What follows belongs to an exercise in optimizing a design on an open flow for small area; a production flow would make more cautious choices.
Function was checked by simulation only, so behaviour that the tests miss may differ from the original.

== before ==
// pipelined_cordic
module pipelined_cordic(
    input Clk, Rst,
    input signed [15:0] x_in, y_in,
    output signed [15:0] magnitude,
    output signed [15:0] angle
);
Size in the first run: about 1400 cells after synthesis, roughly 560 flip-flops, about 20000 µm² of cells after synthesis.
==> flow/config.mk <==
export PLATFORM = sky130hd
export DESIGN_NAME = pipelined_cordic
export DESIGN_NICKNAME = pipelined_cordic
export VERILOG_FILES = /design/flow/design.v
export SDC_FILE = /design/flow/constraint.sdc
export NUM_CORES = 4
export LEC_CHECK = 0
export CAP_MARGIN = 20
export CORE_MARGIN = 2
export CORE_UTILIZATION = 55
export PLACE_DENSITY = 0.7
export SLEW_MARGIN = 20
export SYNTH_HIERARCHICAL = 1
export SYNTH_MINIMUM_KEEP_SIZE = 0
==> flow/constraint.sdc <==
create_clock -name core_clock -period 4.5 [get_ports {Clk}]
set_input_delay 0.9000 -clock core_clock [delete_from_list [all_inputs] [get_ports {Clk}]]
set_output_delay 0.9000 -clock core_clock [all_outputs]
set_load 0.01 [all_outputs]
standard.sh (not shown) runs the stock make flow with config.mk's settings and CLKGATE_MAP_FILE= SYNTH_SCRIPT=/design/flow/synth_recipe.tcl, a recipe that flattens the netlist after the stock synthesis.
==> flow/flow/run.sh <==
#!/bin/bash
# Standard layout; the port buffers use the smallest buffer cell and the
# clock tree is built without dummy loads.
set -euo pipefail
export BUFFER_PORTS_ARGS="-buffer_cell sky130_fd_sc_hd__buf_1"
export CTS_ARGS="-sink_clustering_enable -repair_clock_nets -sink_clustering_size 11 -sink_clustering_max_diameter 45 -buf_list sky130_fd_sc_hd__clkbuf_4 -dont_use_dummy_load"
bash standard.sh > standard.log 2>&1
The final layout from before, which completed every stage, passed the timing, DRC and antenna checks at the end of the flow.
For after, these inputs were changed with respect to before:
- PLACE_DENSITY: 0.7 -> 0.75
- CORE_UTILIZATION: 55 -> 60
Results
Looking at the reports, after completed the entire flow and the layout it produced met the timing, DRC and antenna checks. Global-route wire length before repair shrinks slightly when moving from before to after. Comparing before against after, there is no change at all in sequential cell count. before → after: post-route met1 wirelength now smaller; critical path depth decreased by 5 relative to the old numbers; utilization after layout now larger; routed wire length now sits higher. Number of tap instances in after vs before: down 19.

* * *

Another version of the RTL of pipelined_cordic (not shown whole).
Size in the first run: about 550 flip-flops, ~66 I/O pins, about 20000 sq um of cells after synthesis.
Settings: LEC_CHECK=0, CAP_MARGIN=20, CORE_MARGIN=2, CORE_UTILIZATION=60, PLACE_DENSITY=0.75, SLEW_MARGIN=20, SYNTH_HIERARCHICAL=1, SYNTH_MINIMUM_KEEP_SIZE=0; clock period 4.5 ns.
==> flow/flow/run.sh <==
#!/bin/bash
# Standard layout; the port buffers use the smallest buffer cell and the
# clock tree is built without dummy loads.
set -euo pipefail
export BUFFER_PORTS_ARGS="-buffer_cell sky130_fd_sc_hd__buf_1"
export CTS_ARGS="-sink_clustering_enable -repair_clock_nets -sink_clustering_size 16 -sink_clustering_max_diameter 80 -buf_list sky130_fd_sc_hd__clkbuf_8 -dont_use_dummy_load"
bash standard.sh > standard.log 2>&1
==> next run, changes <==
Settings changed: CORE_UTILIZATION 60 to 65, PLACE_DENSITY 0.75 to 0.8.
The changed run completed without violations.
Via count rises by 0.67%.
Utilization rises by 4.5 points.
Maximum frequency rises by 1.2%.
Flip-flop and latch count does not change.
Worst setup slack is better by 0.050 ns.
Synthesized cell count does not change.
Final cell count falls by 2.5%.
Worst hold slack is worse by 0.023 ns.
Wire length rises by 3.1%.

* * *

Another version of the RTL of pipelined_cordic (not shown whole).
For scale: roughly 1400 cells after synthesis.
==> flow/config.mk <==
export PLATFORM = sky130hd
export DESIGN_NAME = pipelined_cordic
export DESIGN_NICKNAME = pipelined_cordic
export VERILOG_FILES = /design/flow/design.v
export SDC_FILE = /design/flow/constraint.sdc
export NUM_CORES = 4
export LEC_CHECK = 0
export CAP_MARGIN = 20
export CORE_MARGIN = 2
export CORE_UTILIZATION = 55
export PLACE_DENSITY = 0.7
export SLEW_MARGIN = 20
export SYNTH_HIERARCHICAL = 1
export SYNTH_MINIMUM_KEEP_SIZE = 0
==> flow/constraint.sdc <==
create_clock -name core_clock -period 4.5 [get_ports {Clk}]
set_input_delay 0.9000 -clock core_clock [delete_from_list [all_inputs] [get_ports {Clk}]]
set_output_delay 0.9000 -clock core_clock [all_outputs]
set_load 0.01 [all_outputs]
==> flow/flow/run.sh <==
#!/bin/bash
# Standard layout; the port buffers use the smallest buffer cell and the
# clock tree is built without dummy loads.
set -euo pipefail
export BUFFER_PORTS_ARGS="-buffer_cell sky130_fd_sc_hd__buf_1"
export CTS_ARGS="-sink_clustering_enable -repair_clock_nets -sink_clustering_size 10 -sink_clustering_max_diameter 50 -buf_list sky130_fd_sc_hd__clkbuf_4 -dont_use_dummy_load"
bash standard.sh > standard.log 2>&1
The first run completed with no timing, DRC or antenna violations.
Change:
- CORE_UTILIZATION: 55 -> 65
- PLACE_DENSITY: 0.7 -> 0.8
=> The new run completed with no timing, DRC or antenna violations; non-clock buffer count went down by 2; synthesized area does not change.

* * *

Setup of JK:
pipelined_cordic, a different RTL version from the one above (not shown whole).
For scale: ~2200 cells after synthesis, ~66 I/O pins, ~24000 um2 of cells after synthesis.
==> flow/config.mk <==
export PLATFORM = sky130hd
export DESIGN_NAME = pipelined_cordic
export DESIGN_NICKNAME = pipelined_cordic
export VERILOG_FILES = /design/flow/design.v
export SDC_FILE = /design/flow/constraint.sdc
export NUM_CORES = 4
export LEC_CHECK = 0
export CAP_MARGIN = 20
export CORE_MARGIN = 2
export CORE_UTILIZATION = 40
export CTS_BUF_LIST = sky130_fd_sc_hd__clkbuf_16
export CTS_CLUSTER_DIAMETER = 100
export CTS_CLUSTER_SIZE = 30
export PLACE_DENSITY = 0.6
export SLEW_MARGIN = 20
==> flow/constraint.sdc <==
create_clock -name core_clock -period 4.5 [get_ports {Clk}]
set_input_delay 0.9000 -clock core_clock [delete_from_list [all_inputs] [get_ports {Clk}]]
set_output_delay 0.9000 -clock core_clock [all_outputs]
set_load 0.01 [all_outputs]
run.sh (not shown) runs the stock make flow with config.mk's settings and CLKGATE_MAP_FILE= SYNTH_SCRIPT=/design/flow/synth_recipe.tcl, a recipe that flattens the netlist after the stock synthesis.
Stock flow here: none of the scripts above is used.
Input-level comparison between MS and JK:
Settings: a deleted CTS_CLUSTER_SIZE that had been 30; a deleted CTS_CLUSTER_DIAMETER that had been 100; a change of CTS_BUF_LIST from sky130_fd_sc_hd__clkbuf_16 to sky130_fd_sc_hd__clkbuf_4.
[summary]
- MS completed every stage of the flow, and the final layout passed the timing, DRC and antenna checks.
- Diff JK -> MS: instance count on the critical path dropped 6, worst slew margin relative to its limit climbed 2.4 points, cell area climbed 4.5%, setup slack after layout dropped 97 ps.

==> separate check: timing with driven ports <==
The flow's constraints put no driver on any port. The routed layouts listed below were extracted and timed again, unchanged, in two steps. Step 1 assumes that a clkbuf_16 drives the clock port and a buf_2 every other input. Step 2 moves the port delays by t, midway between the first and last clock arrival at a register: inputs arrive t later, outputs are due t later. That takes back most of the time a late clock gives input paths. Three values: ideal ports, drivers, drivers and shift; two values: the first two.
| run | t, ns | setup slack, ns | hold slack, ns |
|---|---|---|---|
| before | 0.793 | 0.183 / 0.183 / 0.183 | 0.142 / 0.120 / 0.284 |
| after | 0.730 | 0.143 / 0.143 / 0.143 | 0.224 / 0.200 / 0.277 |
| the first run of note 2 | 0.578 | 0.133 / 0.133 / 0.133 | 0.303 / 0.303 / 0.303 |
| the second run of note 2 | 0.581 | 0.182 / 0.182 / 0.182 | 0.280 / 0.280 / 0.280 |
| the first run of note 3 | 0.739 | 0.171 / 0.171 / 0.171 | 0.222 / 0.200 / 0.287 |
| the second run of note 3 | 0.726 | 0.159 / 0.159 / 0.159 | 0.242 / 0.224 / 0.295 |
| JK | 0.629 | 0.256 / 0.256 / 0.256 | 0.322 / 0.322 / 0.322 |
| MS | 1.000 | 0.159 / 0.159 / 0.159 | 0.295 / 0.295 / 0.295 |
After both steps setup and hold are still met in every run listed.
